What follows belongs to an exercise in optimizing a design on an open flow for small area, a short achievable clock period and few clock cycles; a production flow would make more cautious choices. Where RTL was checked, it was by simulation tests only, not by an equivalence proof against the original. No activity file was given, so power comes from the tool's default toggle rates.

Setup of v6:
Design alu_unit, start of the top module:
module alu_unit(
    input clk,
    input rst,
    input in_valid,
    output in_ready,
    input [15:0] a,
    input [15:0] b,
    input [2:0] op,
    output reg out_valid,
    output reg [15:0] r
    );
assign in_ready = 1'b1;
reg [15:0] a_q, b_q;
reg [2:0] op_q;
reg v0;
always @(posedge clk) begin
    a_q <= a;
    b_q <= b;
    op_q <= op;
    v0 <= in_valid & ~rst;
end
wire mul0 = op_q == 3'd3;
wire div0 = op_q == 3'd4;
wire add0 = op_q == 3'd1;
wire sub0 = op_q == 3'd2;
wire [15:0] y0 = mul0 ? a_q : (add0 ? b_q : ~b_q);
wire [15:0] x0 = {mul0 ? 16'd0 : a_q[15:11], mul0 ? b_q[10:0] : a_q[10:0]};
wire [1:0] s15;
wire g15_0_0 = (x0[15] & y0[0]) | ((div0 | sub0) & (x0[15] ^ y0[0]));
wire p15_0_0 = x0[15] ^ y0[0];
assign s15[0] = p15_0_0 ^ (div0 | sub0);
assign s15[1] = g15_0_0;
wire sel15 = mul0 ? b_q[15] : (div0 & s15[1] & &y0[15:1]);
wire [15:0] x_15 = sel15 ? {s15[0:0], x0[14:0]} : x0;
wire [2:0] s14;
wire g14_0_0 = (x_15[14] & y0[0]) | ((div0 | sub0) & (x_15[14] ^ y0[0]));
wire p14_0_0 = x_15[14] ^ y0[0];
wire g14_1_1 = x_15[15] & y0[1];
wire p14_1_1 = x_15[15] ^ y0[1];
wire g14_1_0 = g14_1_1 | (p14_1_1 & g14_0_0);
wire p14_1_0 = p14_1_1 & p14_0_0;
assign s14[0] = p14_0_0 ^ (div0 | sub0);
assign s14[1] = p14_1_1 ^ g14_0_0;
assign s14[2] = g14_1_0;
wire sel14 = mul0 ? b_q[14] : (div0 & s14[2] & &y0[15:2]);
wire [15:0] x_14 = sel14 ? {s14[1:0], x_15[13:0]} : x_15;
wire [3:0] s13;
wire g13_0_0 = (x_14[13] & y0[0]) | ((div0 | sub0) & (x_14[13] ^ y0[0]));
wire p13_0_0 = x_14[13] ^ y0[0];
wire g13_1_1 = x_14[14] & y0[1];
wire p13_1_1 = x_14[14] ^ y0[1];
wire g13_2_2 = x_14[15] & y0[2];
wire p13_2_2 = x_14[15] ^ y0[2];
wire g13_1_0 = g13_1_1 | (p13_1_1 & g13_0_0);
wire p13_1_0 = p13_1_1 & p13_0_0;
wire g13_2_0 = g13_2_2 | (p13_2_2 & g13_1_0);
wire p13_2_0 = p13_2_2 & p13_1_0;
assign s13[0] = p13_0_0 ^ (div0 | sub0);
assign s13[1] = p13_1_1 ^ g13_0_0;
assign s13[2] = p13_2_2 ^ g13_1_0;
assign s13[3] = g13_2_0;
wire sel13 = mul0 ? b_q[13] : (div0 & s13[3] & &y0[15:3]);
wire [15:0] x_13 = sel13 ? {s13[2:0], x_14[12:0]} : x_14;
wire [4:0] s12;
wire g12_0_0 = (x_13[12] & y0[0]) | ((div0 | sub0) & (x_13[12] ^ y0[0]));
wire p12_0_0 = x_13[12] ^ y0[0];
wire g12_1_1 = x_13[13] & y0[1];
wire p12_1_1 = x_13[13] ^ y0[1];
wire g12_2_2 = x_13[14] & y0[2];
  ...
Size: ~1400 cells after synthesis, roughly 11000 um2 of cells after synthesis.
==> flow/config.mk <==
export PLATFORM = sky130hd
export DESIGN_NAME = alu_unit
export DESIGN_NICKNAME = alu_unit
export VERILOG_FILES = /design/flow/design.v
export SDC_FILE = /design/flow/constraint.sdc
export NUM_CORES = 4
export LEC_CHECK = 0
export ABC_AREA = 1
export CAP_MARGIN = 20
export CORE_MARGIN = 2
export CORE_UTILIZATION = 40
export SLEW_MARGIN = 20
==> flow/constraint.sdc <==
create_clock -name core_clock -period 70.0 [get_ports {clk}]
set_input_delay 14.0000 -clock core_clock [delete_from_list [all_inputs] [get_ports {clk}]]
set_output_delay 14.0000 -clock core_clock [all_outputs]
set_load 0.01 [all_outputs]
standard.sh (not shown) runs the stock make flow with config.mk's settings and CLKGATE_MAP_FILE= SYNTH_SCRIPT=/design/flow/synth_recipe.tcl, a recipe that flattens the netlist after the stock synthesis.
==> flow/flow/run.sh <==
#!/bin/bash
# Standard layout flow (buf_1 port buffers, clkbuf_8 clock buffers, resizer aims at 55 ns setup slack), logged to standard.log.
bash standard.sh SETUP_SLACK_MARGIN=55 "BUFFER_PORTS_ARGS=-buffer_cell sky130_fd_sc_hd__buf_1" CTS_BUF_LIST=sky130_fd_sc_hd__clkbuf_8 finish > standard.log 2>&1
Setup changes, v6 to v7
diff --git a/flow/design.v b/flow/design.v
--- a/flow/design.v
+++ b/flow/design.v
@@ -21,32 +21,32 @@
     v0 <= in_valid & ~rst;
 end
 wire mul0 = op_q == 3'd3;
 wire div0 = op_q == 3'd4;
 wire add0 = op_q == 3'd1;
 wire sub0 = op_q == 3'd2;
-wire [15:0] y0 = mul0 ? a_q : (add0 ? b_q : ~b_q);
-wire [15:0] x0 = {mul0 ? 16'd0 : a_q[15:11], mul0 ? b_q[10:0] : a_q[10:0]};
+wire [15:0] y0 = b_q ^ {16{div0 | sub0}};
+wire [15:0] x0 = {a_q[15:11] & {5{~mul0}}, a_q[10:0]};
 wire [1:0] s15;
 wire g15_0_0 = (x0[15] & y0[0]) | ((div0 | sub0) & (x0[15] ^ y0[0]));
 wire p15_0_0 = x0[15] ^ y0[0];
 assign s15[0] = p15_0_0 ^ (div0 | sub0);
 assign s15[1] = g15_0_0;
-wire sel15 = mul0 ? b_q[15] : (div0 & s15[1] & &y0[15:1]);
+wire sel15 = mul0 ? a_q[15] : (div0 & s15[1] & &y0[15:1]);
 wire [15:0] x_15 = sel15 ? {s15[0:0], x0[14:0]} : x0;
 wire [2:0] s14;
 wire g14_0_0 = (x_15[14] & y0[0]) | ((div0 | sub0) & (x_15[14] ^ y0[0]));
 wire p14_0_0 = x_15[14] ^ y0[0];
 wire g14_1_1 = x_15[15] & y0[1];
 wire p14_1_1 = x_15[15] ^ y0[1];
 wire g14_1_0 = g14_1_1 | (p14_1_1 & g14_0_0);
 wire p14_1_0 = p14_1_1 & p14_0_0;
 assign s14[0] = p14_0_0 ^ (div0 | sub0);
 assign s14[1] = p14_1_1 ^ g14_0_0;
 assign s14[2] = g14_1_0;
-wire sel14 = mul0 ? b_q[14] : (div0 & s14[2] & &y0[15:2]);
+wire sel14 = mul0 ? a_q[14] : (div0 & s14[2] & &y0[15:2]);
 wire [15:0] x_14 = sel14 ? {s14[1:0], x_15[13:0]} : x_15;
 wire [3:0] s13;
 wire g13_0_0 = (x_14[13] & y0[0]) | ((div0 | sub0) & (x_14[13] ^ y0[0]));
 wire p13_0_0 = x_14[13] ^ y0[0];
 wire g13_1_1 = x_14[14] & y0[1];
 wire p13_1_1 = x_14[14] ^ y0[1];
@@ -57,13 +57,13 @@
 wire g13_2_0 = g13_2_2 | (p13_2_2 & g13_1_0);
 wire p13_2_0 = p13_2_2 & p13_1_0;
 assign s13[0] = p13_0_0 ^ (div0 | sub0);
 assign s13[1] = p13_1_1 ^ g13_0_0;
 assign s13[2] = p13_2_2 ^ g13_1_0;
 assign s13[3] = g13_2_0;
-wire sel13 = mul0 ? b_q[13] : (div0 & s13[3] & &y0[15:3]);
+wire sel13 = mul0 ? a_q[13] : (div0 & s13[3] & &y0[15:3]);
 wire [15:0] x_13 = sel13 ? {s13[2:0], x_14[12:0]} : x_14;
 wire [4:0] s12;
 wire g12_0_0 = (x_13[12] & y0[0]) | ((div0 | sub0) & (x_13[12] ^ y0[0]));
 wire p12_0_0 = x_13[12] ^ y0[0];
 wire g12_1_1 = x_13[13] & y0[1];
 wire p12_1_1 = x_13[13] ^ y0[1];
@@ -81,13 +81,13 @@
 wire p12_2_0 = p12_2_2 & p12_1_0;
 assign s12[0] = p12_0_0 ^ (div0 | sub0);
 assign s12[1] = p12_1_1 ^ g12_0_0;
 assign s12[2] = p12_2_2 ^ g12_1_0;
 assign s12[3] = p12_3_3 ^ g12_2_0;
 assign s12[4] = g12_3_0;
-wire sel12 = mul0 ? b_q[12] : (div0 & s12[4] & &y0[15:4]);
+wire sel12 = mul0 ? a_q[12] : (div0 & s12[4] & &y0[15:4]);
 wire [15:0] x_12 = sel12 ? {s12[3:0], x_13[11:0]} : x_13;
 wire [5:0] s11;
 wire g11_0_0 = (x_12[11] & y0[0]) | ((div0 | sub0) & (x_12[11] ^ y0[0]));
 wire p11_0_0 = x_12[11] ^ y0[0];
 wire g11_1_1 = x_12[12] & y0[1];
 wire p11_1_1 = x_12[12] ^ y0[1];
@@ -110,13 +110,13 @@
 assign s11[0] = p11_0_0 ^ (div0 | sub0);
 assign s11[1] = p11_1_1 ^ g11_0_0;
 assign s11[2] = p11_2_2 ^ g11_1_0;
 assign s11[3] = p11_3_3 ^ g11_2_0;
 assign s11[4] = p11_4_4 ^ g11_3_0;
 assign s11[5] = g11_4_0;
-wire sel11 = mul0 ? b_q[11] : (div0 & s11[5] & &y0[15:5]);
+wire sel11 = mul0 ? a_q[11] : (div0 & s11[5] & &y0[15:5]);
 wire [15:0] x_11 = sel11 ? {s11[4:0], x_12[10:0]} : x_12;
 reg [15:0] x1, y1;
 reg [15:11] q1;
 reg mul1, div1, add1, sub1, v1;
 always @(posedge clk) begin
     x1 <= x_11;
==> comparison <==
Share of the clock period used by the worst path after layout across v7 and v6: no real change.
v7 vs v6, power drawn by the sequential cells went up by about 0.9%.
Wire length on v7 is ahead of v6.
A cell with the biggest individual delay on the critical path of dfxtp_2 is what v7 shows, while dfxtp_1 belongs to v6.
Going from v6 to v7, die area fell by about 2.6%; non-clock buffer share of cell area rose by 0.43 points.
Testbench counts of v7, summed over its fixed seeds: cycles 4,032.
Function not checked in v6: the RTL went through the layout flow alone.

---

Another version of the RTL of alu_unit (not shown whole).
Size: about 1000 cells after synthesis, about 140 flip-flops, roughly 56 I/O pins, ~8800 um^2 of cells after synthesis.
Design alu_unit, start of the top module:
module alu_unit(
    input clk,
    input rst,
    input in_valid,
    output in_ready,
    input [15:0] a,
    input [15:0] b,
    input [2:0] op,
    output reg out_valid,
    output reg [15:0] r
    );
assign in_ready = 1'b1;
reg [15:0] a_q, b_q;
reg [2:0] op_q;
reg v0;
always @(posedge clk) begin
    a_q <= a;
    b_q <= b;
    op_q <= op;
    v0 <= in_valid & ~rst;
end
wire mul0 = op_q == 3'd3;
wire div0 = op_q == 3'd4;
wire add0 = op_q == 3'd1;
wire sub0 = op_q == 3'd2;
wire [2:0] k0 = ~v0 ? 3'b000 : div0 ? 3'b100 : sub0 ? 3'b101 :
                mul0 ? 3'b110 : add0 ? 3'b111 : 3'b001;
wire [15:0] y0 = b_q ^ {16{div0 | sub0}};
wire [15:0] x0 = {a_q[15:9] & {7{~mul0}}, a_q[8:0]};
wire [1:0] s15;
wire g15_0_0 = (x0[15] & y0[0]) | ((div0 | sub0) & (x0[15] ^ y0[0]));
wire p15_0_0 = x0[15] ^ y0[0];
assign s15[0] = p15_0_0 ^ (div0 | sub0);
assign s15[1] = g15_0_0;
wire sel15 = mul0 ? a_q[15] : (div0 & s15[1] & &y0[15:1]);
wire [15:0] x_15 = sel15 ? {s15[0:0], x0[14:0]} : x0;
wire [2:0] s14;
wire g14_0_0 = (x_15[14] & y0[0]) | ((div0 | sub0) & (x_15[14] ^ y0[0]));
wire p14_0_0 = x_15[14] ^ y0[0];
wire g14_1_1 = x_15[15] & y0[1];
wire p14_1_1 = x_15[15] ^ y0[1];
wire g14_1_0 = g14_1_1 | (p14_1_1 & g14_0_0);
wire p14_1_0 = p14_1_1 & p14_0_0;
assign s14[0] = p14_0_0 ^ (div0 | sub0);
  ...
==> flow/config.mk <==
export PLATFORM = sky130hd
export DESIGN_NAME = alu_unit
export DESIGN_NICKNAME = alu_unit
export VERILOG_FILES = /design/flow/design.v
export SDC_FILE = /design/flow/constraint.sdc
export NUM_CORES = 4
export LEC_CHECK = 0
export ABC_AREA = 1
export CAP_MARGIN = 20
export CORE_MARGIN = 2
export CORE_UTILIZATION = 40
export SLEW_MARGIN = 20
==> flow/constraint.sdc <==
create_clock -name core_clock -period 70.0 [get_ports {clk}]
set_input_delay 14.0000 -clock core_clock [delete_from_list [all_inputs] [get_ports {clk}]]
set_output_delay 14.0000 -clock core_clock [all_outputs]
set_load 0.01 [all_outputs]
==> flow/flow/run.sh <==
#!/bin/bash
# Layout flow: the standard flow, except that synthesis maps with the
# ABC script in flow/abc_area.script (area-oriented mapping, no ABC
# buffering/upsizing; the resizer later fixes timing on the placed design).
# Then: buf_1 port buffers, clkbuf_8 clock buffers, and the resizer asked
# to leave 55 ns of setup slack. Each part logs to its own file.
set -e
rm -rf scripts_abc
cp -r "$FLOW_HOME/scripts" scripts_abc
cp flow/abc_area.script scripts_abc/abc_area.script
A=("BUFFER_PORTS_ARGS=-buffer_cell sky130_fd_sc_hd__buf_1" CTS_BUF_LIST=sky130_fd_sc_hd__clkbuf_8 SETUP_SLACK_MARGIN=55 GPL_ROUTABILITY_DRIVEN=0)
bash standard.sh "${A[@]}" SCRIPTS_DIR=$PWD/scripts_abc synth > synth.log 2>&1
bash standard.sh "${A[@]}" finish > standard.log 2>&1
==> flow/flow/abc_area.script <==
strash
dch
amap
strash
dch
amap
topo
stime -c
Testbench counts at the start, summed over its fixed seeds: cycles 4,032.
Then changed:
--- a/flow/design.v
+++ b/flow/design.v
@@ -3,37 +3,36 @@
     input clk,
     input rst,
     input in_valid,
     output in_ready,
     input [15:0] a,
     input [15:0] b,
     input [2:0] op,
     output reg out_valid,
     output reg [15:0] r
     );
 assign in_ready = 1'b1;
+wire [2:0] k_in = ~in_valid | rst ? 3'b000 :
+                  op == 3'd4 ? 3'b100 : op == 3'd2 ? 3'b101 :
+                  op == 3'd3 ? 3'b110 : op == 3'd1 ? 3'b111 : 3'b001;
 reg [15:0] a_q, b_q;
-reg [2:0] op_q;
-reg v0;
+reg [2:0] k0;
 always @(posedge clk) begin
     a_q <= a;
     b_q <= b;
-    op_q <= op;
-    v0 <= in_valid & ~rst;
+    k0 <= k_in;
 end
-wire mul0 = op_q == 3'd3;
-wire div0 = op_q == 3'd4;
-wire add0 = op_q == 3'd1;
-wire sub0 = op_q == 3'd2;
-wire [2:0] k0 = ~v0 ? 3'b000 : div0 ? 3'b100 : sub0 ? 3'b101 :
-                mul0 ? 3'b110 : add0 ? 3'b111 : 3'b001;
+wire mul0 = k0 == 3'b110;
+wire div0 = k0 == 3'b100;
+wire add0 = k0 == 3'b111;
+wire sub0 = k0 == 3'b101;
 wire [15:0] y0 = b_q ^ {16{div0 | sub0}};
 wire [15:0] x0 = {a_q[15:9] & {7{~mul0}}, a_q[8:0]};
 wire [1:0] s15;
 wire g15_0_0 = (x0[15] & y0[0]) | ((div0 | sub0) & (x0[15] ^ y0[0]));
 wire p15_0_0 = x0[15] ^ y0[0];
 assign s15[0] = p15_0_0 ^ (div0 | sub0);
 assign s15[1] = g15_0_0;
 wire sel15 = mul0 ? a_q[15] : (div0 & s15[1] & &y0[15:1]);
 wire [15:0] x_15 = sel15 ? {s15[0:0], x0[14:0]} : x0;
 wire [2:0] s14;
 wire g14_0_0 = (x_15[14] & y0[0]) | ((div0 | sub0) & (x_15[14] ^ y0[0]));
Result: The changed run ran to the end with no violations; utilization went up by 0.35 points; clock skew is about the same; via count climbs by a few percent; global-route usage is about the same; sequential cell count is lower by 1; synthesized cell count came out higher slightly; final cell count went up slightly; routed wire length grows by a few percent; die area goes up slightly; final area increases slightly; setup slack loses 6.1 ps; hold slack improves by 4.3 ps.
Function not checked in the second run of this note: the RTL went through the layout flow alone.

==> what the ideal ports hide <==
No port has a modelled driver above. Below, the same layouts with a new extraction and two added sets of constraints.
Step 1: set_driving_cell puts a clkbuf_16 on clk and a buf_2 on each other input, an assumption about the parent block.
Step 2 times the ports against the registers' clock, not the clock port: input delays grow and output delays shrink by t, the midpoint of the rising clock arrivals with the driver on.
Slacks: ideal ports / drivers / drivers and shift; pairs: ideal ports / drivers.
| run | t, ns | slack for setup (ns) | worst data-port slew with drivers (ns) | pins driven straight from the clock port |
|---|---|---|---|---|
| v6 | 0.479 | 55.085 / 55.044 / 55.523 | 0.03 | 1 |
| v7 | 0.487 | 55.054 / 55.012 / 55.499 | 0.04 | 1 |
| the first run of note 2 | 0.482 | 55.048 / 55.009 / 55.340 | 0.03 | 1 |
| the second run of note 2 | 0.491 | 55.042 / 55.002 / 55.271 | 0.03 | 1 |
After both steps every run listed still meets setup and hold.
